Background: an optimization exercise with open tools, aiming at small area, a short achievable clock period and few clock cycles per item. Do not read the settings as production practice. The RTL was checked by simulation tests, not by an equivalence proof against the original design. Power is estimated from default activity; no workload was simulated.

==> design/flow/design.v <==
module fcn_prod #(parameter HW = 15) (
  input  logic [HW-1:0] h,
  input  logic          hs,
  input  logic [5:0]    wc,
  output logic [15:0]   t,
  output logic          s
);
  logic          op;
  logic [HW+2:0] a, b, m;
  always_comb begin
    s  = hs ^ wc[5];
    op = wc[4];
    a  = ({(HW+3){wc[3]}} & {1'b0, h, 2'b00}) | ({(HW+3){wc[2]}} & {h, 3'b000});
    b  = ({(HW+3){wc[1]}} & {3'b000, h}) | ({(HW+3){wc[0]}} & {2'b00, h, 1'b0});
    m  = a + (b ^ {(HW+3){op}}) + (HW+3)'(op);
    t  = (m[HW+2:15] != '0) ? 16'h7fff : ({1'b0, m[14:0]} ^ {16{s}});
  end
endmodule
module fcn_acc (
  input  logic [15:0]        t,
  input  logic               s,
  input  logic signed [15:0] acc_in,
  output logic signed [15:0] acc_out
);
  logic [16:0] sum;
  always_comb begin
    sum = {acc_in[15], acc_in} + {s, t} + 17'(s);
    acc_out = (sum[16] != sum[15]) ? {sum[16], {15{~sum[16]}}} : sum[15:0];
  end
endmodule
module net_4_8_12_16_16_1_10 (clk, reset, input_valid, input_ready, input_data, output_valid, output_ready, output_data);
input clk, reset, input_valid, output_ready;
input signed [15:0] input_data;
output logic signed [15:0] output_data;
output output_valid, input_ready;
function automatic logic [6:0] rom_a(input logic [3:0] c, input int j);
  logic [6:0] w;
  w = 7'd0;
  case (j)
    0: case (c)
      4'd0: w = 7'b1000010;   
      4'd1: w = 7'b1000001;   
      4'd2: w = 7'b1001001;   
      4'd3: w = 7'b0100010;   
      4'd4: w = 7'b0001010;   
      4'd5: w = 7'b0000000;   
      4'd6: w = 7'b0101010;   
      4'd7: w = 7'b0011010;   
      4'd8: w = 7'b0000010;   
      4'd9: w = 7'b0001000;   
      4'd10: w = 7'b0001001;   
      4'd11: w = 7'b0101010;   
      4'd12: w = 7'b0000001;   
      4'd13: w = 7'b0000010;   
      4'd14: w = 7'b0100010;   
      4'd15: w = 7'b1000010;   
      default: w = 7'd0;
    endcase
    1: case (c)
      4'd0: w = 7'b1101010;   
      4'd1: w = 7'b1111010;   
      4'd2: w = 7'b1110110;   
      4'd3: w = 7'b1100010;   
      4'd4: w = 7'b0001010;   
      4'd5: w = 7'b0101000;   
      4'd6: w = 7'b0010110;   
      4'd7: w = 7'b0101001;   
      4'd8: w = 7'b0001010;   
      4'd9: w = 7'b0101010;   
      4'd10: w = 7'b0000001;   
      4'd11: w = 7'b0000001;   
      4'd12: w = 7'b0100010;   
      4'd13: w = 7'b0000010;   
      4'd14: w = 7'b0010110;   
      4'd15: w = 7'b0000000;   
      default: w = 7'd0;
    endcase
    2: case (c)
      4'd0: w = 7'b0000000;   
      4'd1: w = 7'b1100100;   
      4'd2: w = 7'b1010110;   
      4'd3: w = 7'b1001010;   
      4'd4: w = 7'b1010110;   
      4'd5: w = 7'b0001010;   
      4'd6: w = 7'b0100010;   
      4'd7: w = 7'b0101010;   
      4'd8: w = 7'b0101010;   
      4'd9: w = 7'b0100100;   
      4'd10: w = 7'b0000001;   
      4'd11: w = 7'b0000000;   
      4'd12: w = 7'b0101010;   
      4'd13: w = 7'b0000001;   
      4'd14: w = 7'b0000000;   
      4'd15: w = 7'b0100001;   
      default: w = 7'd0;
    endcase
    3: case (c)
      4'd0: w = 7'b0111010;   
      4'd1: w = 7'b0010110;   
      4'd2: w = 7'b1110110;   
      4'd3: w = 7'b1001000;   
      4'd4: w = 7'b1010110;   
      4'd5: w = 7'b1001010;   
      4'd6: w = 7'b0101010;   
      4'd7: w = 7'b0100001;   
      4'd8: w = 7'b0100001;   
      4'd9: w = 7'b0101010;   
      4'd10: w = 7'b0100010;   
      4'd11: w = 7'b0101010;   
      4'd12: w = 7'b0101010;   
      4'd13: w = 7'b0010110;   
      4'd14: w = 7'b0000001;   
      4'd15: w = 7'b0101000;   
      default: w = 7'd0;
    endcase
    4: case (c)
      4'd0: w = 7'b0100001;   
      4'd1: w = 7'b0011010;   
      4'd2: w = 7'b0010110;   
      4'd3: w = 7'b1001000;   
      4'd4: w = 7'b1010110;   
      4'd5: w = 7'b1100001;   
      4'd6: w = 7'b1001000;   
      4'd7: w = 7'b0101000;   
      4'd8: w = 7'b0000001;   
      4'd9: w = 7'b0100010;   
      4'd10: w = 7'b0110110;   
      4'd11: w = 7'b0100010;   
      4'd12: w = 7'b0000001;   
      4'd13: w = 7'b0001000;   
      4'd14: w = 7'b0000000;   
      4'd15: w = 7'b0001000;   
      default: w = 7'd0;
    endcase
    5: case (c)
      4'd0: w = 7'b0100010;   
      4'd1: w = 7'b0010110;   
      4'd2: w = 7'b0001010;   
      4'd3: w = 7'b0010110;   
      4'd4: w = 7'b1110110;   
      4'd5: w = 7'b1010110;   
      4'd6: w = 7'b1001000;   
      4'd7: w = 7'b1000001;   
      4'd8: w = 7'b0011010;   
      4'd9: w = 7'b0100001;   
      4'd10: w = 7'b0101001;   
      4'd11: w = 7'b0001001;   
      4'd12: w = 7'b0101000;   
      4'd13: w = 7'b0001010;   
      4'd14: w = 7'b0001000;   
      4'd15: w = 7'b0100001;   
      default: w = 7'd0;
    endcase
    6: case (c)
      4'd0: w = 7'b0100010;   
      4'd1: w = 7'b0001001;   
      4'd2: w = 7'b0100001;   
      4'd3: w = 7'b0111010;   
      4'd4: w = 7'b0101010;   
      4'd5: w = 7'b1001001;   
      4'd6: w = 7'b1011010;   
      4'd7: w = 7'b1000010;   
      4'd8: w = 7'b1101000;   
      4'd9: w = 7'b0000000;   
      4'd10: w = 7'b0101001;   
      4'd11: w = 7'b0101010;   
      4'd12: w = 7'b0101010;   
      4'd13: w = 7'b0001000;   
      4'd14: w = 7'b0100010;   
      4'd15: w = 7'b0100010;   
      default: w = 7'd0;
    endcase
    7: case (c)
      4'd0: w = 7'b0100100;   
      4'd1: w = 7'b0101010;   
      4'd2: w = 7'b0111010;   
      4'd3: w = 7'b0101001;   
      4'd4: w = 7'b0000010;   
      4'd5: w = 7'b0101001;   
      4'd6: w = 7'b1010110;   
      4'd7: w = 7'b1100100;   
      4'd8: w = 7'b1000010;   
      4'd9: w = 7'b1111010;   
      4'd10: w = 7'b0010110;   
      4'd11: w = 7'b0101000;   
      4'd12: w = 7'b0101010;   
      4'd13: w = 7'b0100010;   
      4'd14: w = 7'b0101000;   
      4'd15: w = 7'b0101001;   
      default: w = 7'd0;
    endcase
    default: w = 7'd0;
  endcase
  rom_a = w;
endfunction
function automatic logic [6:0] rom_b(input logic [3:0] c, input int j);
  logic [6:0] w;
  w = 7'd0;
  case (j)
    0: case (c)
      4'd0: w = 7'b0000000;   
      4'd1: w = 7'b0100010;   
      4'd2: w = 7'b0001001;   
      4'd3: w = 7'b0111010;   
      4'd4: w = 7'b0101010;   
      4'd5: w = 7'b0000001;   
      4'd6: w = 7'b0100100;   
      4'd7: w = 7'b0101000;   
      4'd8: w = 7'b0101000;   
      4'd9: w = 7'b0101001;   
      4'd10: w = 7'b0001001;   
      4'd11: w = 7'b0110110;   
      4'd12: w = 7'b0101001;   
      4'd13: w = 7'b0101000;   
      4'd14: w = 7'b0100100;   
      4'd15: w = 7'b0100010;   
      default: w = 7'd0;
    endcase
    1: case (c)
      4'd0: w = 7'b0000001;   
      4'd1: w = 7'b0110110;   
      4'd2: w = 7'b0101001;   
      4'd3: w = 7'b0000000;   
      4'd4: w = 7'b0101000;   
      4'd5: w = 7'b0101010;   
      4'd6: w = 7'b0000001;   
      4'd7: w = 7'b0000010;   
      4'd8: w = 7'b0001001;   
      4'd9: w = 7'b0100100;   
      4'd10: w = 7'b0001001;   
      4'd11: w = 7'b0111010;   
      4'd12: w = 7'b0000001;   
      4'd13: w = 7'b0001001;   
      4'd14: w = 7'b0100100;   
      4'd15: w = 7'b0101010;   
      default: w = 7'd0;
    endcase
    2: case (c)
      4'd0: w = 7'b0001010;   
      4'd1: w = 7'b0010110;   
      4'd2: w = 7'b0001001;   
      4'd3: w = 7'b0101000;   
      4'd4: w = 7'b0011010;   
      4'd5: w = 7'b0000001;   
      4'd6: w = 7'b0111010;   
      4'd7: w = 7'b0110110;   
      4'd8: w = 7'b0000010;   
      4'd9: w = 7'b0000001;   
      4'd10: w = 7'b0010110;   
      4'd11: w = 7'b0010110;   
      4'd12: w = 7'b0100010;   
      4'd13: w = 7'b0001010;   
      4'd14: w = 7'b0110110;   
      4'd15: w = 7'b0101010;   
      default: w = 7'd0;
    endcase
    3: case (c)
      4'd0: w = 7'b0000001;   
      4'd1: w = 7'b0100010;   
      4'd2: w = 7'b0011010;   
      4'd3: w = 7'b0110110;   
      4'd4: w = 7'b0001000;   
      4'd5: w = 7'b0111010;   
      4'd6: w = 7'b0101010;   
      4'd7: w = 7'b0010110;   
      4'd8: w = 7'b0011010;   
      4'd9: w = 7'b0000000;   
      4'd10: w = 7'b0100100;   
      4'd11: w = 7'b0000010;   
      4'd12: w = 7'b0000010;   
      4'd13: w = 7'b0110110;   
      4'd14: w = 7'b0100001;   
      4'd15: w = 7'b0001010;   
      default: w = 7'd0;
    endcase
    4: case (c)
      4'd0: w = 7'b0101010;   
      4'd1: w = 7'b0010110;   
      4'd2: w = 7'b0011010;   
      4'd3: w = 7'b0111010;   
      4'd4: w = 7'b0101000;   
      4'd5: w = 7'b0011010;   
      4'd6: w = 7'b0100001;   
      4'd7: w = 7'b0100001;   
      4'd8: w = 7'b0000001;   
      4'd9: w = 7'b0101010;   
      4'd10: w = 7'b0011010;   
      4'd11: w = 7'b0000010;   
      4'd12: w = 7'b0011010;   
      4'd13: w = 7'b0010110;   
      4'd14: w = 7'b0000010;   
      4'd15: w = 7'b0000000;   
      default: w = 7'd0;
    endcase
    5: case (c)
      4'd0: w = 7'b0100100;   
      4'd1: w = 7'b0101000;   
      4'd2: w = 7'b0000001;   
      4'd3: w = 7'b0111010;   
      4'd4: w = 7'b0100010;   
      4'd5: w = 7'b0011010;   
      4'd6: w = 7'b0110110;   
      4'd7: w = 7'b0010110;   
      4'd8: w = 7'b0111010;   
      4'd9: w = 7'b0101010;   
      4'd10: w = 7'b0100100;   
      4'd11: w = 7'b0101000;   
      4'd12: w = 7'b0000010;   
      4'd13: w = 7'b0011010;   
      4'd14: w = 7'b0001010;   
      4'd15: w = 7'b0100001;   
      default: w = 7'd0;
    endcase
    6: case (c)
      4'd0: w = 7'b0100010;   
      4'd1: w = 7'b0100001;   
      4'd2: w = 7'b0110110;   
      4'd3: w = 7'b0001010;   
      4'd4: w = 7'b0100001;   
      4'd5: w = 7'b0000001;   
      4'd6: w = 7'b0111010;   
      4'd7: w = 7'b0000000;   
      4'd8: w = 7'b0011010;   
      4'd9: w = 7'b0001010;   
      4'd10: w = 7'b0100100;   
      4'd11: w = 7'b0110110;   
      4'd12: w = 7'b0011010;   
      4'd13: w = 7'b0101001;   
      4'd14: w = 7'b0101000;   
      4'd15: w = 7'b0000001;   
      default: w = 7'd0;
    endcase
    7: case (c)
      4'd0: w = 7'b0101010;   
      4'd1: w = 7'b0001010;   
      4'd2: w = 7'b0000001;   
      4'd3: w = 7'b0110110;   
      4'd4: w = 7'b0000000;   
      4'd5: w = 7'b0000001;   
      4'd6: w = 7'b0000001;   
      4'd7: w = 7'b0101000;   
      4'd8: w = 7'b0101001;   
      4'd9: w = 7'b0001001;   
      4'd10: w = 7'b0001001;   
      4'd11: w = 7'b0000010;   
      4'd12: w = 7'b0000000;   
      4'd13: w = 7'b0010110;   
      4'd14: w = 7'b0101010;   
      4'd15: w = 7'b0011010;   
      default: w = 7'd0;
    endcase
    8: case (c)
      4'd0: w = 7'b0101000;   
      4'd1: w = 7'b0011010;   
      4'd2: w = 7'b0100001;   
      4'd3: w = 7'b0010110;   
      4'd4: w = 7'b0000010;   
      4'd5: w = 7'b0000010;   
      4'd6: w = 7'b0111010;   
      4'd7: w = 7'b0100010;   
      4'd8: w = 7'b0001001;   
      4'd9: w = 7'b0011010;   
      4'd10: w = 7'b0110110;   
      4'd11: w = 7'b0100010;   
      4'd12: w = 7'b0001000;   
      4'd13: w = 7'b0111010;   
      4'd14: w = 7'b0100010;   
      4'd15: w = 7'b0101010;   
      default: w = 7'd0;
    endcase
    9: case (c)
      4'd0: w = 7'b0101010;   
      4'd1: w = 7'b0001001;   
      4'd2: w = 7'b0111010;   
      4'd3: w = 7'b0100001;   
      4'd4: w = 7'b0111010;   
      4'd5: w = 7'b0000000;   
      4'd6: w = 7'b0101010;   
      4'd7: w = 7'b0000010;   
      4'd8: w = 7'b0001001;   
      4'd9: w = 7'b0101001;   
      4'd10: w = 7'b0100010;   
      4'd11: w = 7'b0000010;   
      4'd12: w = 7'b0101001;   
      4'd13: w = 7'b0011010;   
      4'd14: w = 7'b0011010;   
      4'd15: w = 7'b0100100;   
      default: w = 7'd0;
    endcase
    10: case (c)
      4'd0: w = 7'b0001001;   
      4'd1: w = 7'b0010110;   
      4'd2: w = 7'b0101010;   
      4'd3: w = 7'b0101010;   
      4'd4: w = 7'b0100001;   
      4'd5: w = 7'b0101010;   
      4'd6: w = 7'b0101001;   
      4'd7: w = 7'b0001010;   
      4'd8: w = 7'b0001010;   
      4'd9: w = 7'b0101000;   
      4'd10: w = 7'b0011010;   
      4'd11: w = 7'b0001001;   
      4'd12: w = 7'b0010110;   
      4'd13: w = 7'b0000001;   
      4'd14: w = 7'b0001001;   
      4'd15: w = 7'b0001000;   
      default: w = 7'd0;
    endcase
    11: case (c)
      4'd0: w = 7'b0110110;   
      4'd1: w = 7'b0111010;   
      4'd2: w = 7'b0101010;   
      4'd3: w = 7'b0101001;   
      4'd4: w = 7'b0011010;   
      4'd5: w = 7'b0110110;   
      4'd6: w = 7'b0100001;   
      4'd7: w = 7'b0100100;   
      4'd8: w = 7'b0101000;   
      4'd9: w = 7'b0110110;   
      4'd10: w = 7'b0001001;   
      4'd11: w = 7'b0101001;   
      4'd12: w = 7'b0101000;   
      4'd13: w = 7'b0001000;   
      4'd14: w = 7'b0100001;   
      4'd15: w = 7'b0000001;   
      default: w = 7'd0;
    endcase
    default: w = 7'd0;
  endcase
  rom_b = w;
endfunction
  logic [3:0] c;            
  logic       v0, v1, v2;   
  logic [2:0] wcnt;         
  logic       pvalid;       
  logic       skv;          
  logic       adv;          
  logic       empty, take, launch;
  assign pvalid = (c >= 4'd14) ? v1 : v2;
  assign adv    = ~skv;
  assign empty  = ~(v0 | v1 | v2);
  assign input_ready = ~wcnt[2] & ~(v0 & ({1'b0, c} < 5'(wcnt) + 5'd8));
  assign take   = input_valid & input_ready;
  assign launch = adv & wcnt[2] & (c == 4'd15);
  logic [3:0] c_n;
  logic       v0_n, v1_n, v2_n, skv_n;
  always_comb begin
    c_n = c; v0_n = v0; v1_n = v1; v2_n = v2;
    if (adv) begin
      c_n = (empty & ~launch) ? 4'd15 : c + 4'd1;
      if (c == 4'd15) begin
        v0_n = launch; v1_n = v0; v2_n = v1;
      end
    end
    skv_n = skv ? ~output_ready : (pvalid & ~output_ready);
  end
  logic ov;       
  logic skv_o;    
  always_ff @(posedge clk) begin
    if (reset) begin
      c <= 4'd15;
      v0 <= 1'b0; v1 <= 1'b0; v2 <= 1'b0;
      wcnt <= 3'd0;
      skv <= 1'b0;
      skv_o <= 1'b0;
      ov <= 1'b0;
    end else begin
      if (launch)
        wcnt <= 3'd0;
      else if (take)
        wcnt <= wcnt + 3'd1;
      c <= c_n;
      v0 <= v0_n; v1 <= v1_n; v2 <= v2_n;
      skv <= skv_n;
      skv_o <= skv_o ? ~output_ready : (ov & ~output_ready);
      ov <= skv_n | ((c_n >= 4'd14) ? v1_n : v2_n);
    end
  end
  logic [15:0] xm [4];
  logic        xs [4];
  always_ff @(posedge clk)
    if (take) begin
      xm[wcnt[1:0]] <= input_data[15] ? 16'(-input_data) : input_data;
      xs[wcnt[1:0]] <= input_data[15];
    end
  logic signed [15:0] aa [8];    
  logic signed [15:0] ra [7];    
  logic [14:0] h1 [8];           
  logic [6:0] a0_w; logic [15:0] a0_pm, a0_qm; logic a0_s, a0_qs;
  assign a0_w = rom_a(c, 0);
  logic [15:0] a0_h; logic a0_hs;
  assign a0_h  = a0_w[6] ? xm[0] : {1'b0, h1[0]};
  assign a0_hs = a0_w[6] & xs[0];
  fcn_prod #(16) a0_p (.h(a0_h), .hs(a0_hs), .wc(a0_w[5:0]), .t(a0_pm), .s(a0_s));
  always_ff @(posedge clk) if (adv) begin a0_qm <= a0_pm; a0_qs <= a0_s; end
  assign aa[0] = a0_qm + 16'(a0_qs);
  always_ff @(posedge clk) if (adv) ra[0] <= aa[0];
  logic [6:0] a1_w; logic [15:0] a1_pm, a1_qm; logic a1_s, a1_qs;
  assign a1_w = rom_a(c, 1);
  logic [15:0] a1_h; logic a1_hs;
  assign a1_h  = a1_w[6] ? xm[1] : {1'b0, h1[1]};
  assign a1_hs = a1_w[6] & xs[1];
  fcn_prod #(16) a1_p (.h(a1_h), .hs(a1_hs), .wc(a1_w[5:0]), .t(a1_pm), .s(a1_s));
  always_ff @(posedge clk) if (adv) begin a1_qm <= a1_pm; a1_qs <= a1_s; end
  fcn_acc a1_a (.t(a1_qm), .s(a1_qs), .acc_in(ra[0]), .acc_out(aa[1]));
  always_ff @(posedge clk) if (adv) ra[1] <= aa[1];
  logic [6:0] a2_w; logic [15:0] a2_pm, a2_qm; logic a2_s, a2_qs;
  assign a2_w = rom_a(c, 2);
  logic [15:0] a2_h; logic a2_hs;
  assign a2_h  = a2_w[6] ? xm[2] : {1'b0, h1[2]};
  assign a2_hs = a2_w[6] & xs[2];
  fcn_prod #(16) a2_p (.h(a2_h), .hs(a2_hs), .wc(a2_w[5:0]), .t(a2_pm), .s(a2_s));
  always_ff @(posedge clk) if (adv) begin a2_qm <= a2_pm; a2_qs <= a2_s; end
  fcn_acc a2_a (.t(a2_qm), .s(a2_qs), .acc_in(ra[1]), .acc_out(aa[2]));
  always_ff @(posedge clk) if (adv) ra[2] <= aa[2];
  logic [6:0] a3_w; logic [15:0] a3_pm, a3_qm; logic a3_s, a3_qs;
  assign a3_w = rom_a(c, 3);
  logic [15:0] a3_h; logic a3_hs;
  assign a3_h  = a3_w[6] ? xm[3] : {1'b0, h1[3]};
  assign a3_hs = a3_w[6] & xs[3];
  fcn_prod #(16) a3_p (.h(a3_h), .hs(a3_hs), .wc(a3_w[5:0]), .t(a3_pm), .s(a3_s));
  always_ff @(posedge clk) if (adv) begin a3_qm <= a3_pm; a3_qs <= a3_s; end
  fcn_acc a3_a (.t(a3_qm), .s(a3_qs), .acc_in(ra[2]), .acc_out(aa[3]));
  always_ff @(posedge clk) if (adv) ra[3] <= aa[3];
  logic [6:0] a4_w; logic [15:0] a4_pm, a4_qm; logic a4_s, a4_qs;
  assign a4_w = rom_a(c, 4);
  logic [15:0] a4_h; logic a4_hs;
  assign a4_h  = a4_w[6] ? xm[0] : {1'b0, h1[4]};
  assign a4_hs = a4_w[6] & xs[0];
  logic a4_z;
  always_ff @(posedge clk) if (adv) a4_z <= a4_w[6];
  fcn_prod #(16) a4_p (.h(a4_h), .hs(a4_hs), .wc(a4_w[5:0]), .t(a4_pm), .s(a4_s));
  always_ff @(posedge clk) if (adv) begin a4_qm <= a4_pm; a4_qs <= a4_s; end
  fcn_acc a4_a (.t(a4_qm), .s(a4_qs), .acc_in((a4_z ? 16'sd0 : ra[3])), .acc_out(aa[4]));
  always_ff @(posedge clk) if (adv) ra[4] <= aa[4];
  logic [6:0] a5_w; logic [15:0] a5_pm, a5_qm; logic a5_s, a5_qs;
  assign a5_w = rom_a(c, 5);
  logic [15:0] a5_h; logic a5_hs;
  assign a5_h  = a5_w[6] ? xm[1] : {1'b0, h1[5]};
  assign a5_hs = a5_w[6] & xs[1];
  fcn_prod #(16) a5_p (.h(a5_h), .hs(a5_hs), .wc(a5_w[5:0]), .t(a5_pm), .s(a5_s));
  always_ff @(posedge clk) if (adv) begin a5_qm <= a5_pm; a5_qs <= a5_s; end
  fcn_acc a5_a (.t(a5_qm), .s(a5_qs), .acc_in(ra[4]), .acc_out(aa[5]));
  always_ff @(posedge clk) if (adv) ra[5] <= aa[5];
  logic [6:0] a6_w; logic [15:0] a6_pm, a6_qm; logic a6_s, a6_qs;
  assign a6_w = rom_a(c, 6);
  logic [15:0] a6_h; logic a6_hs;
  assign a6_h  = a6_w[6] ? xm[2] : {1'b0, h1[6]};
  assign a6_hs = a6_w[6] & xs[2];
  fcn_prod #(16) a6_p (.h(a6_h), .hs(a6_hs), .wc(a6_w[5:0]), .t(a6_pm), .s(a6_s));
  always_ff @(posedge clk) if (adv) begin a6_qm <= a6_pm; a6_qs <= a6_s; end
  fcn_acc a6_a (.t(a6_qm), .s(a6_qs), .acc_in(ra[5]), .acc_out(aa[6]));
  always_ff @(posedge clk) if (adv) ra[6] <= aa[6];
  logic [6:0] a7_w; logic [15:0] a7_pm, a7_qm; logic a7_s, a7_qs;
  assign a7_w = rom_a(c, 7);
  logic [15:0] a7_h; logic a7_hs;
  assign a7_h  = a7_w[6] ? xm[3] : {1'b0, h1[7]};
  assign a7_hs = a7_w[6] & xs[3];
  fcn_prod #(16) a7_p (.h(a7_h), .hs(a7_hs), .wc(a7_w[5:0]), .t(a7_pm), .s(a7_s));
  always_ff @(posedge clk) if (adv) begin a7_qm <= a7_pm; a7_qs <= a7_s; end
  fcn_acc a7_a (.t(a7_qm), .s(a7_qs), .acc_in(ra[6]), .acc_out(aa[7]));
  logic [14:0] rl3, rl7;    
  assign rl3 = aa[3][15] ? 15'd0 : aa[3][14:0];
  assign rl7 = aa[7][15] ? 15'd0 : aa[7][14:0];
  always_ff @(posedge clk) if (adv && c == 4'd3) h1[0] <= rl3;
  always_ff @(posedge clk) if (adv && c == 4'd4) h1[1] <= rl3;
  always_ff @(posedge clk) if (adv && c == 4'd5) h1[2] <= rl3;
  always_ff @(posedge clk) if (adv && c == 4'd6) h1[3] <= rl3;
  always_ff @(posedge clk) if (adv && c == 4'd7) h1[4] <= rl7;
  always_ff @(posedge clk) if (adv && c == 4'd8) h1[5] <= rl7;
  always_ff @(posedge clk) if (adv && c == 4'd9) h1[6] <= rl7;
  always_ff @(posedge clk) if (adv && c == 4'd10) h1[7] <= rl7;
  logic signed [15:0] ab [12];   
  logic signed [15:0] rb [11];   
  logic signed [15:0] dl [4];    
  logic [14:0] h2 [12];          
  always_ff @(posedge clk) if (adv && c == 4'd12) h2[0] <= rl7;
  always_ff @(posedge clk) if (adv && c == 4'd13) h2[1] <= rl7;
  always_ff @(posedge clk) if (adv && c == 4'd14) h2[2] <= rl7;
  always_ff @(posedge clk) if (adv && c == 4'd15) h2[3] <= rl7;
  always_ff @(posedge clk) if (adv && c == 4'd0) h2[4] <= rl7;
  always_ff @(posedge clk) if (adv && c == 4'd1) h2[5] <= rl7;
  always_ff @(posedge clk) if (adv && c == 4'd2) h2[6] <= rl7;
  always_ff @(posedge clk) if (adv && c == 4'd3) h2[7] <= rl7;
  always_ff @(posedge clk) if (adv && c == 4'd4) h2[8] <= rl7;
  always_ff @(posedge clk) if (adv && c == 4'd5) h2[9] <= rl7;
  always_ff @(posedge clk) if (adv && c == 4'd6) h2[10] <= rl7;
  always_ff @(posedge clk) if (adv && c == 4'd11) h2[11] <= rl7;
  logic [6:0] b0_w; logic [15:0] b0_pm, b0_qm; logic b0_s, b0_qs;
  assign b0_w = rom_b(c, 0);
  fcn_prod #(15) b0_p (.h(h2[0]), .hs(1'b0), .wc(b0_w[5:0]), .t(b0_pm), .s(b0_s));
  always_ff @(posedge clk) if (adv) begin b0_qm <= b0_pm; b0_qs <= b0_s; end
  assign ab[0] = b0_qm + 16'(b0_qs);
  always_ff @(posedge clk) if (adv) rb[0] <= ab[0];
  logic [6:0] b1_w; logic [15:0] b1_pm, b1_qm; logic b1_s, b1_qs;
  assign b1_w = rom_b(c, 1);
  fcn_prod #(15) b1_p (.h(h2[1]), .hs(1'b0), .wc(b1_w[5:0]), .t(b1_pm), .s(b1_s));
  always_ff @(posedge clk) if (adv) begin b1_qm <= b1_pm; b1_qs <= b1_s; end
  fcn_acc b1_a (.t(b1_qm), .s(b1_qs), .acc_in(rb[0]), .acc_out(ab[1]));
  always_ff @(posedge clk) if (adv) rb[1] <= ab[1];
  logic [6:0] b2_w; logic [15:0] b2_pm, b2_qm; logic b2_s, b2_qs;
  assign b2_w = rom_b(c, 2);
  fcn_prod #(15) b2_p (.h(h2[2]), .hs(1'b0), .wc(b2_w[5:0]), .t(b2_pm), .s(b2_s));
  always_ff @(posedge clk) if (adv) begin b2_qm <= b2_pm; b2_qs <= b2_s; end
  fcn_acc b2_a (.t(b2_qm), .s(b2_qs), .acc_in(rb[1]), .acc_out(ab[2]));
  always_ff @(posedge clk) if (adv) rb[2] <= ab[2];
  logic [6:0] b3_w; logic [15:0] b3_pm, b3_qm; logic b3_s, b3_qs;
  assign b3_w = rom_b(c, 3);
  fcn_prod #(15) b3_p (.h(h2[3]), .hs(1'b0), .wc(b3_w[5:0]), .t(b3_pm), .s(b3_s));
  always_ff @(posedge clk) if (adv) begin b3_qm <= b3_pm; b3_qs <= b3_s; end
  fcn_acc b3_a (.t(b3_qm), .s(b3_qs), .acc_in(rb[2]), .acc_out(ab[3]));
  always_ff @(posedge clk) if (adv) rb[3] <= ab[3];
  logic [6:0] b4_w; logic [15:0] b4_pm, b4_qm; logic b4_s, b4_qs;
  assign b4_w = rom_b(c, 4);
  fcn_prod #(15) b4_p (.h(h2[4]), .hs(1'b0), .wc(b4_w[5:0]), .t(b4_pm), .s(b4_s));
  always_ff @(posedge clk) if (adv) begin b4_qm <= b4_pm; b4_qs <= b4_s; end
  fcn_acc b4_a (.t(b4_qm), .s(b4_qs), .acc_in(rb[3]), .acc_out(ab[4]));
  always_ff @(posedge clk) if (adv) rb[4] <= ab[4];
  logic [6:0] b5_w; logic [15:0] b5_pm, b5_qm; logic b5_s, b5_qs;
  assign b5_w = rom_b(c, 5);
  fcn_prod #(15) b5_p (.h(h2[5]), .hs(1'b0), .wc(b5_w[5:0]), .t(b5_pm), .s(b5_s));
  always_ff @(posedge clk) if (adv) begin b5_qm <= b5_pm; b5_qs <= b5_s; end
  fcn_acc b5_a (.t(b5_qm), .s(b5_qs), .acc_in(rb[4]), .acc_out(ab[5]));
  always_ff @(posedge clk) if (adv) rb[5] <= ab[5];
  logic [6:0] b6_w; logic [15:0] b6_pm, b6_qm; logic b6_s, b6_qs;
  assign b6_w = rom_b(c, 6);
  fcn_prod #(15) b6_p (.h(h2[6]), .hs(1'b0), .wc(b6_w[5:0]), .t(b6_pm), .s(b6_s));
  always_ff @(posedge clk) if (adv) begin b6_qm <= b6_pm; b6_qs <= b6_s; end
  fcn_acc b6_a (.t(b6_qm), .s(b6_qs), .acc_in(rb[5]), .acc_out(ab[6]));
  always_ff @(posedge clk) if (adv) rb[6] <= ab[6];
  logic [6:0] b7_w; logic [15:0] b7_pm, b7_qm; logic b7_s, b7_qs;
  assign b7_w = rom_b(c, 7);
  fcn_prod #(15) b7_p (.h(h2[7]), .hs(1'b0), .wc(b7_w[5:0]), .t(b7_pm), .s(b7_s));
  always_ff @(posedge clk) if (adv) begin b7_qm <= b7_pm; b7_qs <= b7_s; end
  fcn_acc b7_a (.t(b7_qm), .s(b7_qs), .acc_in(rb[6]), .acc_out(ab[7]));
  always_ff @(posedge clk) if (adv) rb[7] <= ab[7];
  logic [6:0] b8_w; logic [15:0] b8_pm, b8_qm; logic b8_s, b8_qs;
  assign b8_w = rom_b(c, 8);
  fcn_prod #(15) b8_p (.h(h2[8]), .hs(1'b0), .wc(b8_w[5:0]), .t(b8_pm), .s(b8_s));
  always_ff @(posedge clk) if (adv) begin b8_qm <= b8_pm; b8_qs <= b8_s; end
  fcn_acc b8_a (.t(b8_qm), .s(b8_qs), .acc_in(rb[7]), .acc_out(ab[8]));
  always_ff @(posedge clk) if (adv) rb[8] <= ab[8];
  logic [6:0] b9_w; logic [15:0] b9_pm, b9_qm; logic b9_s, b9_qs;
  assign b9_w = rom_b(c, 9);
  fcn_prod #(15) b9_p (.h(h2[9]), .hs(1'b0), .wc(b9_w[5:0]), .t(b9_pm), .s(b9_s));
  always_ff @(posedge clk) if (adv) begin b9_qm <= b9_pm; b9_qs <= b9_s; end
  fcn_acc b9_a (.t(b9_qm), .s(b9_qs), .acc_in(rb[8]), .acc_out(ab[9]));
  always_ff @(posedge clk) if (adv) rb[9] <= ab[9];
  logic [6:0] b10_w; logic [15:0] b10_pm, b10_qm; logic b10_s, b10_qs;
  assign b10_w = rom_b(c, 10);
  fcn_prod #(15) b10_p (.h(h2[10]), .hs(1'b0), .wc(b10_w[5:0]), .t(b10_pm), .s(b10_s));
  always_ff @(posedge clk) if (adv) begin b10_qm <= b10_pm; b10_qs <= b10_s; end
  fcn_acc b10_a (.t(b10_qm), .s(b10_qs), .acc_in(rb[9]), .acc_out(ab[10]));
  always_ff @(posedge clk) if (adv) rb[10] <= ab[10];
  logic [6:0] b11_w; logic [15:0] b11_pm, b11_qm; logic b11_s, b11_qs;
  assign b11_w = rom_b(c, 11);
  fcn_prod #(15) b11_p (.h(h2[11]), .hs(1'b0), .wc(b11_w[5:0]), .t(b11_pm), .s(b11_s));
  always_ff @(posedge clk) if (adv) begin b11_qm <= b11_pm; b11_qs <= b11_s; end
  fcn_acc b11_a (.t(b11_qm), .s(b11_qs), .acc_in(dl[3]), .acc_out(ab[11]));
  always_ff @(posedge clk) if (adv) begin dl[0] <= rb[10]; dl[1] <= dl[0]; dl[2] <= dl[1]; dl[3] <= dl[2]; end
  logic [14:0] yreg, skd;
  always_ff @(posedge clk) if (adv) yreg <= ab[11][15] ? 15'd0 : ab[11][14:0];
  always_ff @(posedge clk) if (~skv) skd <= yreg;
  assign output_valid = ov;
  assign output_data  = {1'b0, skv_o ? skd : yreg};
endmodule
==> design/flow/run.sh <==
#!/bin/bash
# synth_recipe.tcl (not shown) runs the flow's synth.tcl, then flattens the netlist and writes it again
# the make line also repeats each setting of config.mk as NAME=value (left out here)
make -C /OpenROAD-flow-scripts/flow DESIGN_CONFIG=/design/flow/config.mk WORK_HOME=/design/flow/orfs CLKGATE_MAP_FILE= SYNTH_SCRIPT=/design/flow/synth_recipe.tcl finish
==> design/flow/config.mk <==
export PLATFORM = sky130hd
export DESIGN_NAME = net_4_8_12_16_16_1_10
export DESIGN_NICKNAME = net_4_8_12_16_16_1_10
export VERILOG_FILES = /design/flow/design.v
export SDC_FILE = /design/flow/constraint.sdc
export NUM_CORES = 4
export LEC_CHECK = 0
export ABC_CLOCK_PERIOD_IN_PS = 2500
export CAP_MARGIN = 20
export CORE_MARGIN = 2
export CORE_UTILIZATION = 40
export SETUP_SLACK_MARGIN = 5
export SLEW_MARGIN = 20
==> design/flow/constraint.sdc <==
create_clock -name core_clock -period 10.0 [get_ports {clk}]
set_input_delay 2.0000 -clock core_clock [delete_from_list [all_inputs] [get_ports {clk}]]
set_output_delay 2.0000 -clock core_clock [all_outputs]
set_load 0.01 [all_outputs]
==> results of run 1 <==
-- layer usage --
layer	vias up	wire length, um
met5	-	51
met4	8	6770
met3	347	11800
met2	1552	102000
met1	29700	97900
li1	30000	-
-- through the flow --
step / utilization / hold slack [ns] / cell area [um^2] / instances / total power, mW
final: 0.441 / 0.414 / 92300 / 10900 / 24.1
after global routing: 0.441 / 0.411 / 92300 / 10900 / 25.6
after CTS: 0.440 / 0.415 / 92200 / 10900 / 24.2
after detailed placement: 0.418 / 0.405 / 87500 / 10700 / 19.0
after global placement: 0.418 / 0.400 / 87500 / 10700 / 18.7
after floorplan: - / 0.400 / 84200 / 8058 / 15.4
-- final cells by class --
type / count / area (um^2) / area share
multi-input combinational: 6219 / 46500 / 0.504
sequential: 1229 / 35500 / 0.385
clock buffer: 165 / 3720 / 0.0403
tap: 2805 / 3510 / 0.0380
inverter: 294 / 1130 / 0.0122
timing repair buffer: 117 / 968 / 0.0105
clock inverter: 96 / 951 / 0.0103
antenna: 1 / 2.50 / 0.0000271
-- worst min path at each step --
stage,end,slack (ns),cells past startpoint
finish,dl[1][10],0.41,0
global route,dl[3][13],0.41,0
CTS,dl[3][13],0.42,0
floorplan,dl[0][0],0.40,0
detailed placement,dl[1][6],0.40,0
global placement,dl[2][2],0.40,0
-- sequential cells by signal, summed over array words and instances, names as in the netlist, 64 cells and up --
| signal | cells |
|---|---|
| h1 | 120 |
| dl | 64 |
| rb | 176 |
| h2 | 180 |
| ra | 112 |
| xm | 64 |
-- cell families after synthesis --
family / Yosys count / share of synthesized area
compound gates: 2327 / 0.189
mux: 148 / 0.0199
fa+ha+maj: 726 / 0.110
simple gates: 1791 / 0.102
other cells: 1 / 0.0000446
xor+xnor: 1226 / 0.128
buf+inv: 610 / 0.0292
flops: 1229 / 0.422
-- worst max-delay path, stage by stage --
cell	delay (ns)
clkdlybuf4s50_1	0.46
buf_4	0.39
inv_1	0.38
nand2_1	0.50
inv_1	0.27
ha_1	0.54
o31ai_1	0.63
a21oi_1	0.08
nor2_1	0.12
a21oi_1	0.06
-- where the power goes --
group          switching, mW  leakage [nW]  internal (mW)
Clock                   2.24          2.28           2.95
Sequential             0.579          11.7           7.88
Combinational           6.62          21.0           3.82
Total                   9.44          35.0           14.6
-- cell usage in the layout (no fill, tap or decap), drive strengths merged, types with 19 or more instances in the layout --
cell           instances
edfxtp              1091
xnor2                960
ha                   647
a21oi                644
nand2                638
o21ai                351
nor2                 309
inv                  306
a22oi                281
xor2                 266
a22o                 253
nand3                178
clkbuf               165
a21o                 159
nor3                 147
dfxtp                138
mux2                 137
and3                  96
and2                  91
buf                   81
o21a                  78
o21bai                77
a31oi                 76
o211ai                72
clkinv                67
nor2b                 58
nand2b                52
or3                   46
a211oi                46
nor4                  43
maj3                  43
a2111oi               42
o31ai                 39
a211o                 37
fa                    36
clkdlybuf4s50         35
nand4                 35
or2                   26
o22ai                 19
==> metrics.yaml, run 1 <==
floorplanning:
  die-area_mm2: 0.214
  floorplan.rows: 168
  die_h_um: 463
  pin_count: 38
  die_w_um: 463
  core_mm2: 0.209
  start_util: 0.402
clocking:
  clk_pin_slew_worst_paths_ns: 0.06
  cts_hold_buf: 0
  cts_tree: "built"
  clk_path_buf_depth: 3
  clk_latency_ns: 0.81
  post_cts_buffers: 0
  cts_resized: 2
  htreeDepth: 4
  cts_buffers: 142
  cts.sinks: 1229
  cts-root-buf: "clkbuf_16"
timing:
  slew_violations: 0
  maxSlewHeadroom: 0.247
  finalSetupViolCount: 0
  fin_tns_setup_ns: 0
  post-route-period-util: 0.479
  max_freq_mhz: 209
  fin_ws_ns: 5.21
  tightest_slew_ns: 1.13
  period_minus_slack_ns: 4.79
  worst_clock_skew_ns: 0.0427
  rsz0062_at_grt: "no"
  hold_viol_final: 0
synthesis:
  synth_ff_type: "edfxtp_1"
  ys_top_cells_by_area: "edfxtp_1 (39%), xnor2_1 (10%), ha_1 (9.6%), a21oi_1 (3.8%), dfxtp_1 (3.3%)"
  yosysTopAreaCell: "edfxtp_1"
  syn_area_mm2: 0.0842
  synth_cell_type_count: 104
  synth_most_common_cell: "edfxtp_1"
  yosys.area.top_type_share: 0.389
  synth.net_count: 8761
  ys_seq_area_frac: 0.422
  synthArstFlopShare: 0
  ys_ff_latch: 1229
  synth_edf_count: 1091
  avgSynthCellArea_um2: 10.4
  syn_inst: 8058
  yosys_warnings: 18
  synth_common_cells: "edfxtp_1 (1091), xnor2_1 (958), ha_1 (647), a21oi_1 (642), nand2_1 (637)"
setup_path:
  crit_arrival_ns: 5.45
  required_ns: 10.65
  crit_type: "input pin to register"
  endpoint: "b5_w[5]"
  rrSetupSlack_ns: 5.31
  r2r-end: "b6_qm[9]"
  worstPathMaxFanout: 32
  cp-startpoint: "reset"
  r2r_cells: 11
  cp-end-kind: "register"
  cp-start-kind: "input pin"
  timing.rr.start: "b6_w[4]"
global_route:
  grt_max_degree: 137
  met1_usage: 0.267
  grt_use_met3: 0.0285
  use_met2: 0.328
  grt_usage: 0.198
  grt_pass1_vias: 59300
  grt_busiest_layer: "met2"
  grt_pass1_wl_um: 339000
  grt_overflow: 0
  antenna_found_initial: 14
finish:
  area_delta_synth_final_pct: 9.69
  nets: 8706
  drive_above_1_share: 0.0746
  fillers: 19700
placement:
  numPortBuffers: 36
  dp_hpwl_um: 163000
  pre_cts_slack_ns: 4.49
  gp_congestion: 0.904
detailed_routing:
  drt_drc_violations_left: 0
  vias: 61600
  wire_per_inst_um: 20.0
  antenna_left: 0
  drtPass1Iterations: 7
  drt_iter0_drc: 5073
  drt-vias-per-instance: 5.63
  routed_wirelength_um: 218000
power:
  ir_worst_vdd_v: 0.000487
  power_density_mw_per_mm2: 261
  leakage_nw: 35.0
min_path:
  min_path_type: "register to register"
  holdCritStartpoint: "dl[0][10]"
outcome:
  status: "complete, no violations"
job:
  maxCapViolCount: 0
Testbench counts, summed over its fixed seeds: cycles 3,352, items 192.
==> run 2: changes to the inputs <==
--- a/design/flow/config.mk
+++ b/design/flow/config.mk
@@ -5,7 +5,7 @@
 export SDC_FILE = /design/flow/constraint.sdc
 export NUM_CORES = 4
 export LEC_CHECK = 0
-export ABC_CLOCK_PERIOD_IN_PS = 2500
+export ABC_CLOCK_PERIOD_IN_PS = 4000
 export CAP_MARGIN = 20
 export CORE_MARGIN = 2
 export CORE_UTILIZATION = 40
==> run 2 against run 1 <==
Still clean on timing, DRC and antenna. Power is the same. First-iteration DRC count is the same. Sequential power is essentially flat. Synthesized cell count is the same. Register-to-register slack is essentially flat. Clock skew is the same. Combinational power is essentially flat. Die area is the same.
==> metrics.yaml, run 2 <==
timing:
  fin_ws_ns: 5.21  # unchanged
  post-route-period-util: 0.479  # unchanged
  maxSlewHeadroom: 0.247  # unchanged
  hold_ws_ns: 0.414  # unchanged
  fin_tns_setup_ns: 0  # unchanged
  worst_clock_skew_ns: 0.0427  # unchanged
  period_minus_slack_ns: 4.79  # unchanged
  rsz0062_at_grt: "no"
  tightest_slew_ns: 1.13  # unchanged
  max_freq_mhz: 209  # unchanged
  finalSetupViolCount: 0  # unchanged
  hold_viol_final: 0  # unchanged
  slew_violations: 0  # unchanged
clocking:
  clk_pin_slew_worst_paths_ns: 0.06  # about the same
  cts_buffers: 142  # unchanged
  cts.sinks: 1229  # unchanged
  post_cts_buffers: 0  # unchanged
  htreeDepth: 4  # unchanged
  clk_latency_ns: 0.81  # about the same
  cts_tree: "built"
  clk_path_buf_depth: 3  # unchanged
  cts-root-buf: "clkbuf_16"
setup_path:
  rrSetupSlack_ns: 5.31  # about the same
  timing.rr.start: "b6_w[4]"
  required_ns: 10.65  # about the same
  cp-start-kind: "input pin"
  cp-end-kind: "register"
  r2r_cells: 11  # unchanged
  crit_type: "input pin to register"
  crit_arrival_ns: 5.45  # about the same
  worstPathMaxFanout: 32  # unchanged
  r2r-end: "b6_qm[9]"
synthesis:
  synth_ff_type: "edfxtp_1"
  syn_area_mm2: 0.0842  # unchanged
  ys_seq_area_frac: 0.422  # unchanged
  avgSynthCellArea_um2: 10.4  # unchanged
  synth.net_count: 8761  # unchanged
  synthArstFlopShare: 0  # unchanged
  yosysTopAreaCell: "edfxtp_1"
  ys_top_cells_by_area: "edfxtp_1 (39%), xnor2_1 (10%), ha_1 (9.6%), a21oi_1 (3.8%), dfxtp_1 (3.3%)"
  yosys.area.top_type_share: 0.389  # unchanged
  synth_most_common_cell: "edfxtp_1"
  synth_cell_type_count: 104  # unchanged
  ys_ff_latch: 1229  # unchanged
  yosys_warnings: 18  # unchanged
  syn_inst: 8058  # unchanged
  synth_edf_count: 1091  # unchanged
  synth_common_cells: "edfxtp_1 (1091), xnor2_1 (958), ha_1 (647), a21oi_1 (642), nand2_1 (637)"
floorplanning:
  die_h_um: 463  # unchanged
  die_w_um: 463  # unchanged
  pin_count: 38  # unchanged
  start_util: 0.402  # unchanged
  core_mm2: 0.209  # unchanged
  die-area_mm2: 0.214  # unchanged
  floorplan.rows: 168  # unchanged
finish:
  largest_reg_flops: 180  # unchanged
  nets: 8706  # unchanged
  final_common_cell: "edfxtp_1"
  max_flop_register: "h2"
  drive_above_1_share: 0.0746  # unchanged
  design_area_mm2: 0.0923  # unchanged
  area_delta_synth_final_pct: 9.69  # unchanged
  final_util: 0.441  # unchanged
  reg.largest.list: "h2: 180 flops, rb: 176 flops, h1: 120 flops"
  mostFrequentLayoutCells: "edfxtp_1 (1091), xnor2_1 (952), ha_1 (647)"
  fillers: 19700  # unchanged
placement:
  gp_congestion: 0.904  # unchanged
  pre_cts_slack_ns: 4.49  # unchanged
  dp_hpwl_um: 163000  # unchanged
  placed_cell_area_mm2: 0.0875  # unchanged
  numPortBuffers: 36  # unchanged
global_route:
  grt_overflow: 0  # unchanged
  grt_usage: 0.198  # unchanged
  antenna_found_initial: 14  # unchanged
  grt_pass1_wl_um: 339000  # unchanged
  grt_pass1_vias: 59300  # unchanged
  grt_max_degree: 137  # unchanged
power:
  ir_worst_vdd_v: 0.000487  # unchanged
  power_density_mw_per_mm2: 261  # unchanged
  leakage_nw: 35.0  # unchanged
min_path:
  min_path_type: "register to register"
  whs_path_depth: 0  # unchanged
  holdCritStartpoint: "dl[0][10]"
  worstHoldEndpoint: "dl[1][10]"
outcome:
  status: "complete, no violations"
detailed_routing:
  wire_per_inst_um: 20.0  # unchanged
  drt_drc_violations_left: 0  # unchanged
  routed_wirelength_um: 218000  # unchanged
  drtPass1Iterations: 7  # unchanged
  antenna_left: 0  # unchanged
  vias: 61600  # unchanged
  drt_iter0_drc: 5073  # unchanged
  drt-vias-per-instance: 5.63  # unchanged
job:
  maxCapViolCount: 0  # unchanged
run 2: power by group:
part           internal [mW]  switching [mW]
clock                   2.95            2.24
combinational           3.82            6.62
sequential              7.88           0.579
total                   14.6            9.44
run 2: per-layer routing:
metal,vias up,global-route usage,wire length (um)
li1,30000,-,-
met1,29700,0.267,97900
met2,1552,0.328,102000
met3,347,0.0285,11800
met4,8,0.0633,6770
met5,-,0,51
run 2: area by class of cell:
class,instances,area [um^2],area share
repair buffers,117,968,0.0105
multi-input cells,6219,46500,0.504
diodes,1,2.50,0.0000271
well taps,2805,3510,0.0380
flip-flops and latches,1229,35500,0.385
clock inverters,96,951,0.0103
inverters,294,1130,0.0122
clock buffers,165,3720,0.0403
run 2: logic make-up (layout without fill, tap and decap cells):
kind of cell	after synthesis	in the layout	synth area share
compound gates	2327	2327	0.189
mux	148	148	0.0199
flops	1229	1229	0.422
simple gates	1791	1791	0.102
buf+inv	610	672	0.0292
other cells	1	2	0.0000446
fa+ha+maj	726	726	0.110
xor+xnor	1226	1226	0.128
run 2: worst max-delay path by stage:
stage,from,slack (ns),to,cells after the start
2_1_floorplan,skv,5.05,b8_w[4],15
3_3_place_gp,reset,4.52,b5_w[5],10
3_5_place_dp,reset,4.49,b5_w[4],9
4_1_cts,a3_w[6],5.08,a3_qm[5],14
5_1_grt,b6_w[4],5.04,b6_qm[9],11
6_report,reset,5.21,b5_w[5],10
run 2: critical path, cell delays in order:
cell             delay [ns]
clkdlybuf4s50_1        0.46
buf_4                  0.39
inv_1                  0.38
nand2_1                0.50
inv_1                  0.27
ha_1                   0.54
o31ai_1                0.63
a21oi_1                0.08
nor2_1                 0.12
a21oi_1                0.06
run 2: repair_timing:
item	in CTS	in global routing
gates cloned	0	0
endpoints found under the setup margin	1	120
hold buffers	0	0
resized for setup	2	13
run 2: per-stage QoR:
step,power (mW),instances
6_report,24.1,10900
4_1_cts,24.2,10900
3_5_place_dp,19.0,10700
3_3_place_gp,18.7,10700
2_1_floorplan,15.4,8058
5_1_grt,25.6,10900
==> run 3: changes to the inputs <==
==> design/flow/flow/run.sh (new file) <==
#!/bin/bash
set -euo pipefail
bash standard.sh SETUP_SLACK_MARGIN=7 finish > flow_make.log 2>&1
==> design/flow/standard.sh (new file) <==
#!/bin/bash
# synth_recipe.tcl (not shown) runs the flow's synth.tcl, then flattens the netlist and writes it again
# the make line also repeats each setting of config.mk as NAME=value (left out here)
make -C /OpenROAD-flow-scripts/flow DESIGN_CONFIG=/design/flow/config.mk WORK_HOME=/design/flow/orfs CLKGATE_MAP_FILE= SYNTH_SCRIPT=/design/flow/synth_recipe.tcl "${@:-finish}"
removed: design/flow/run.sh
==> run 3 against run 2 <==
Still clean on timing, DRC and antenna. Clock skew fell by 0.0090 ns. Register-to-register slack improved by 0.63 ns. Clock power rose by 3%. Wire length rose by 15%. Non-clock buffer count rose by 793. Global-route usage rose by 2.2 points. Critical endpoint is now input_ready.
==> metrics.yaml, run 3 <==
outcome:
  status: "complete, no violations"
setup_path:
  cp-startpoint: "c[2]"
  slowest_stage: "dfxtp_2"
  cp-start-kind: "register"
  timing.rr.start: "a2_w[6]"
  crit_arrival_ns: 2.16  # -3.29 ns
  required_ns: 8.00  # -2.65 ns
  crit_type: "register to output pin"
  cp-end-kind: "output pin"
  worstPathMaxFanout: 12  # -63%
  max_stage_delay_ns: 0.57  # -0.06 ns
  path_cells: "ha_1 -> o21a_1 -> o21ai_2 -> a21oi_2 -> buf_6"
floorplanning:
  die_w_um: 463  # unchanged
  die-area_mm2: 0.214  # unchanged
  start_util: 0.402  # unchanged
  pin_count: 38  # unchanged
  core_mm2: 0.209  # unchanged
  die_h_um: 463  # unchanged
  floorplan.rows: 168  # unchanged
detailed_routing:
  vias: 66500  # +8.0%
  drt-vias-per-instance: 5.66  # +0.46%
  drt_drc_violations_left: 0  # unchanged
  drt_iter0_drc: 5172  # +2.0%
  wire_per_inst_um: 21.4  # +7.0%
  drtPass1Iterations: 6  # -1
  antenna_left: 0  # unchanged
  routed_wirelength_um: 251000  # +15%
clocking:
  cts-root-buf: "clkbuf_16"
  htreeDepth: 4  # unchanged
  cts.sinks: 1229  # unchanged
  cts_buffers: 140  # -1.4%
  cts_tree: "built"
  clk_latency_ns: 0.81  # about the same
  clk_path_buf_depth: 3  # unchanged
  cts_hold_buf: 0  # unchanged
  clk_pin_slew_worst_paths_ns: 0.06  # about the same
timing:
  tightest_slew_ns: 1.16  # +0.0319 ns
  worst_clock_skew_ns: 0.0337  # -0.00898 ns
  maxSlewHeadroom: 0.226  # -0.0203
  fin_tns_setup_ns: 0  # unchanged
  period_minus_slack_ns: 4.16  # -0.629 ns
  hold_ws_ns: 0.413  # -0.00110 ns
  max_freq_mhz: 240  # +15%
  hold_viol_final: 0  # unchanged
  post-route-period-util: 0.416  # -0.0629
  slew_violations: 0  # unchanged
  rsz0062_at_grt: "yes"
  finalSetupViolCount: 0  # unchanged
synthesis:
  synth_ff_type: "edfxtp_1"
  ys_ff_latch: 1229  # unchanged
  yosys.area.top_type_share: 0.389  # unchanged
  avgSynthCellArea_um2: 10.4  # unchanged
  yosys_warnings: 18  # unchanged
  synth_common_cells: "edfxtp_1 (1091), xnor2_1 (958), ha_1 (647), a21oi_1 (642), nand2_1 (637)"
  synth.net_count: 8761  # unchanged
  yosysTopAreaCell: "edfxtp_1"
  synth_edf_count: 1091  # unchanged
  syn_inst: 8058  # unchanged
  syn_area_mm2: 0.0842  # unchanged
  synthArstFlopShare: 0  # unchanged
  ys_seq_area_frac: 0.422  # unchanged
  synth_cell_type_count: 104  # unchanged
  synth_most_common_cell: "edfxtp_1"
  ys_top_cells_by_area: "edfxtp_1 (39%), xnor2_1 (10%), ha_1 (9.6%), a21oi_1 (3.8%), dfxtp_1 (3.3%)"
global_route:
  grt_use_met3: 0.0290  # +0.000508
  use_met2: 0.378  # +0.0510
  met1_usage: 0.285  # +0.0190
  grt_max_degree: 177  # +29%
  grt_usage: 0.220  # +0.0221
  grt_pass1_wl_um: 373000  # +10%
  grt_overflow: 0  # unchanged
  antenna_found_initial: 15  # +1
  grt_pass1_vias: 64100  # +8.1%
  grt_busiest_layer: "met2"
power:
  ir_worst_vdd_v: 0.000408  # -16%
  leakage_nw: 41.9  # +20%
  finalPower_mw: 31.4  # +31%
  power_density_mw_per_mm2: 288  # +10%
placement:
  numPortBuffers: 36  # unchanged
  dp_hpwl_um: 165000  # +0.72%
  place_inst: 10600  # -0.15%
  placed_cell_area_mm2: 0.0876  # +0.10%
  gp_congestion: 0.904  # unchanged
finish:
  design_area_mm2: 0.109  # +18%
  final_cells: 11700  # +7.5%
  reg.largest.list: "h2: 180 flops, rb: 176 flops, h1: 120 flops"
  largest_reg_flops: 180  # unchanged
  area_delta_synth_final_pct: 29.6
  nets: 9521  # +9.4%
  mostFrequentLayoutCells: "edfxtp_1 (1091), xnor2_1 (932), ha_1 (596)"
  max_flop_register: "h2"
  final_common_cell: "edfxtp_1"
  fillers: 18000  # -8.6%
  drive_above_1_share: 0.306  # +0.231
min_path:
  holdCritStartpoint: "dl[1][1]"
  min_path_type: "register to register"
job:
  maxCapViolCount: 0  # unchanged
==> run 3: cell type report <==
type	count	area (um^2)	area share
Multi-Input combinational cell	6240	54400	0.499
Sequential cell	1229	35700	0.328
Timing Repair Buffer	910	9390	0.0861
Clock buffer	167	3660	0.0336
Tap cell	2805	3510	0.0322
Inverter	294	1180	0.0108
Clock inverter	86	1080	0.00987
Timing Repair inverter	3	48.8	0.000447
Antenna cell	7	17.5	0.000161
==> run 3: metal layers <==
metal,share of wire,up-vias,wire (um)
met4,0.035,4,8910
met5,0.00011,-,27
met2,0.49,1816,122000
met3,0.052,443,13000
li1,-,31600,-
met1,0.43,32600,107000
==> run 3: kinds of logic (layout without fill, tap and decap cells) <==
group                    after synthesis  count (layout)  share of synthesized area
AO/OA/AOI/OAI                       2327            2328                      0.189
AND/OR/NAND/NOR                     1791            1810                      0.102
flip-flops                          1229            1229                      0.422
XOR/XNOR                            1226            1227                      0.128
adder cells (fa/ha/maj)              726             726                      0.110
buffers and inverters                610            1460                     0.0292
multiplexers                         148             148                     0.0199
other                                  1               8                  0.0000446
==> run 3: power breakdown <==
part	internal, mW	total [mW]	leakage (nW)	switching, mW
sequential	7.87	8.47	11.8	0.599
combinational	7.89	17.6	27.8	9.75
clock	3.07	5.33	2.28	2.26
total	18.8	31.4	41.9	12.6
==> run 3: critical path: cells and delay by family, from the launching register on <==
| family | cells | cell delay, ns |
|---|---|---|
| fa+ha+maj | 1 | 0.20 |
| flops | 1 | 0.57 |
| compound gates | 3 | 0.43 |
| buf+inv | 1 | 0.17 |
==> run 3: what timing repair did <==
item                                     CTS  global route
pin swaps                                542           438
cloned                                    49            11
endpoints found under the setup margin  1354          1019
setup buffers                            545           228
gates resized for setup                 1691           683
==> run 3: path summary, 6_finish.rpt <==
path         slack (ns)          end  depth (start not counted)
min                0.41     dl[2][1]                          0
max reg2reg        5.94     a2_qm[6]                         17
max                5.84  input_ready                          5
min reg2reg        0.41     dl[2][1]                          0
==> run 3: metrics by stage <==
stage	utilization	worst slack, ns
floorplan	-	5.66
global placement	0.418	5.00
detailed placement	0.418	4.94
CTS	0.497	5.79
global route	0.521	5.74
finish	0.521	5.84
==> run 4: changes to the inputs <==
==> design/flow/flow/run.sh (replaced) <==
#!/bin/bash
set -euo pipefail
bash standard.sh SETUP_SLACK_MARGIN=6 finish > flow_make.log 2>&1
==> run 4 against run 3 <==
Still clean. Wire length fell by 9.8%. Design area fell by 13%. First-iteration DRC count rose by 7.9%. Utilization fell by 6.8 points. Power fell by 22%. Via count fell by 6.0%. Clock-buffer cell count rose by 8. Maximum frequency fell by 0.59%. Clock power rose by 0.8%. Register-to-register slack got worse by 0.02 ns. Area after synthesis did not move. Combinational power fell by 39%. Critical path type unchanged.
==> metrics.yaml, run 4 <==
outcome:
  status: "complete, no violations"
power:
  ir_worst_vdd_v: 0.000531  # +30%
  power_density_mw_per_mm2: 260  # -9.8%
  leakage_nw: 35.9  # -14%
synthesis:
  synth_common_cells: "edfxtp_1 (1091), xnor2_1 (958), ha_1 (647), a21oi_1 (642), nand2_1 (637)"
  syn_area_mm2: 0.0842  # unchanged
  synth.net_count: 8761  # unchanged
  avgSynthCellArea_um2: 10.4  # unchanged
  ys_ff_latch: 1229  # unchanged
  synth_ff_type: "edfxtp_1"
  yosysTopAreaCell: "edfxtp_1"
  ys_seq_area_frac: 0.422  # unchanged
  synth_most_common_cell: "edfxtp_1"
  ys_top_cells_by_area: "edfxtp_1 (39%), xnor2_1 (10%), ha_1 (9.6%), a21oi_1 (3.8%), dfxtp_1 (3.3%)"
  synth_edf_count: 1091  # unchanged
  yosys_warnings: 18  # unchanged
  synth_cell_type_count: 104  # unchanged
  yosys.area.top_type_share: 0.389  # unchanged
  syn_inst: 8058  # unchanged
  synthArstFlopShare: 0  # unchanged
timing:
  tightest_slew_ns: 1.09  # -0.0676 ns
  max_freq_mhz: 239  # -0.59%
  finalSetupViolCount: 0  # unchanged
  fin_ws_ns: 5.81  # -0.0248 ns
  period_minus_slack_ns: 4.19  # +0.0248 ns
  maxSlewHeadroom: 0.270  # +0.0441
  hold_viol_final: 0  # unchanged
  slew_violations: 0  # unchanged
  worst_clock_skew_ns: 0.0381  # +0.00438 ns
  post-route-period-util: 0.419  # +0.00248
  rsz0062_at_grt: "yes"
  fin_tns_setup_ns: 0  # unchanged
global_route:
  grt_usage: 0.203  # -0.0172
  antenna_found_initial: 25  # +10
  grt_pass1_vias: 59700  # -7.0%
  grt_pass1_wl_um: 345000  # -7.6%
  grt_overflow: 0  # unchanged
  grt_max_degree: 142  # -20%
clocking:
  cts_hold_buf: 0  # unchanged
  clk_path_buf_depth: 3  # unchanged
  cts.sinks: 1229  # unchanged
  clk_pin_slew_worst_paths_ns: 0.06  # about the same
  cts_buffers: 142  # +1.4%
  cts_tree: "built"
  htreeDepth: 4  # unchanged
  cts-root-buf: "clkbuf_16"
  clk_latency_ns: 0.81  # about the same
placement:
  dp_hpwl_um: 165000  # about the same
  placed_cell_area_mm2: 0.0876  # about the same
  place_inst: 10700  # +0.028%
  gp_congestion: 0.930  # +2.9%
  pre_cts_slack_ns: 4.99  # +0.0452 ns
  numPortBuffers: 36  # unchanged
finish:
  design_area_mm2: 0.0948  # -13%
  final_cells: 11000  # -6.1%
  final_common_cell: "edfxtp_1"
  drive_above_1_share: 0.114  # -0.191
  reg.largest.list: "h2: 180 flops, rb: 176 flops, h1: 120 flops"
  nets: 8808  # -7.5%
  largest_reg_flops: 180  # unchanged
  max_flop_register: "h2"
  area_delta_synth_final_pct: 12.6
  mostFrequentLayoutCells: "edfxtp_1 (1091), xnor2_1 (952), ha_1 (627)"
setup_path:
  worstPathMaxFanout: 3  # -9
  crit_type: "register to output pin"
  cp-end-kind: "output pin"
  required_ns: 8.00  # about the same
  crit_arrival_ns: 2.19  # +0.03 ns
  cp-start-kind: "register"
detailed_routing:
  drt_drc_violations_left: 0  # unchanged
  met1_length_um: 101000  # -6.1%
  wl_met3_um: 12100  # -7.1%
  drt-vias-per-instance: 5.66  # about the same
  routed_wirelength_um: 227000  # -9.8%
  route.met2.wl_um: 106000  # -13%
  antenna_left: 0  # unchanged
  top_layer: "met5"
  drt_iter0_drc: 5579  # +7.9%
  vias: 62400  # -6.0%
  wire_per_inst_um: 20.6  # -3.9%
  drtPass1Iterations: 6  # unchanged
min_path:
  min_path_type: "register to register"
floorplanning:
  core_mm2: 0.209  # unchanged
  die_h_um: 463  # unchanged
  die_w_um: 463  # unchanged
  floorplan.rows: 168  # unchanged
  start_util: 0.402  # unchanged
  die-area_mm2: 0.214  # unchanged
  pin_count: 38  # unchanged
job:
  maxCapViolCount: 0  # unchanged
-- run 4: cell counts after synthesis --
No cell type changed its count.
-- run 4: final cells by class --
cell class              instances  area, um^2
diodes                          3        7.51
clock buffers                 175        3820
clock inverters                82         952
fillers                     19600      115000
inverters                     294        1150
multi-input cells            6219       47600
flip-flops and latches       1229       35700
well taps                    2805        3510
repair buffers                217        2000
repair inverters                2        32.5
-- run 4: per-stage QoR --
stage	hold slack, ns	util	power, mW
after floorplan	0.400	-	15.4
after global placement	0.401	0.418	18.8
after detailed placement	0.405	0.418	19.0
after CTS	0.417	0.446	24.6
after global routing	0.421	0.453	26.2
final	0.416	0.453	24.7
-- run 4: logic make-up after synthesis --
group / Yosys count / share of synthesized area
AO/OA/AOI/OAI: 2327 / 0.189
AND/OR/NAND/NOR: 1791 / 0.102
flip-flops: 1229 / 0.422
XOR/XNOR: 1226 / 0.128
adder cells (fa/ha/maj): 726 / 0.110
buffers and inverters: 610 / 0.0292
multiplexers: 148 / 0.0199
other: 1 / 0.0000446
-- run 4: metal layers --
metal | GRT usage | up-vias
li1 | - | 30200
met1 | 0.274 | 30200
met5 | 0 | -
met3 | 0.0261 | 374
met4 | 0.0672 | 10
met2 | 0.336 | 1702
-- run 4: worst paths after layout --
path         startpoint          end  slack, ns  depth (start not counted)
max             wcnt[1]  input_ready       5.81                          7
min            dl[1][9]     dl[2][9]       0.42                          0
max reg2reg     a2_w[6]    a2_qm[15]       5.92                         16
min reg2reg    dl[1][9]     dl[2][9]       0.42                          0
-- run 4: report_power, final --
part / switching (mW) / internal [mW] / total [mW]
Sequential: 0.583 / 7.88 / 8.46
Combinational: 6.82 / 4.01 / 10.8
Clock: 2.21 / 3.15 / 5.37
-- run 4: worst max-delay path, stage by stage (launching register included) --
cell,delay [ns]
dfxtp_2,0.35
inv_2,0.07
ha_4,0.25
a21boi_2,0.13
o21a_1,0.15
o21ai_2,0.06
a21oi_2,0.22
buf_6,0.16
-- run 4: timing repair --
item	4_1_cts	5_1_grt
setup endpoints to repair	714	842
resized for setup	143	255
setup buffers	44	67
gates cloned	3	1
pin swaps	24	80
hold endpoints to repair	0	0

-- afterwards: timing with drivers on the ports --
No port has a modelled driver above. Below, the same layouts with a new extraction and two added sets of constraints. Step 1 assumes that a clkbuf_16 drives the clock port and a buf_2 every other input. Step 2 also shifts input and output timing later by t, the mid clock arrival at the registers, as if the neighbouring blocks saw the same clock. Three values: no drivers, after step 1, after step 2; two values: the first two.
run	shift t [ns]	setup slack, ns	worst hold slack (ns)	latest minus earliest clock arrival (ns)
run 1	0.873	5.207 / 5.174 / 4.399	0.414 / 0.414 / 0.414	0.052 / 0.051
run 2	0.873	5.207 / 5.174 / 4.399	0.414 / 0.414 / 0.414	0.052 / 0.051
run 3	0.887	5.836 / 5.740 / 5.935	0.413 / 0.413 / 0.413	0.036 / 0.035
run 4	0.881	5.811 / 5.718 / 5.144	0.416 / 0.416 / 0.416	0.047 / 0.046
After both steps setup and hold are still met in every run listed.
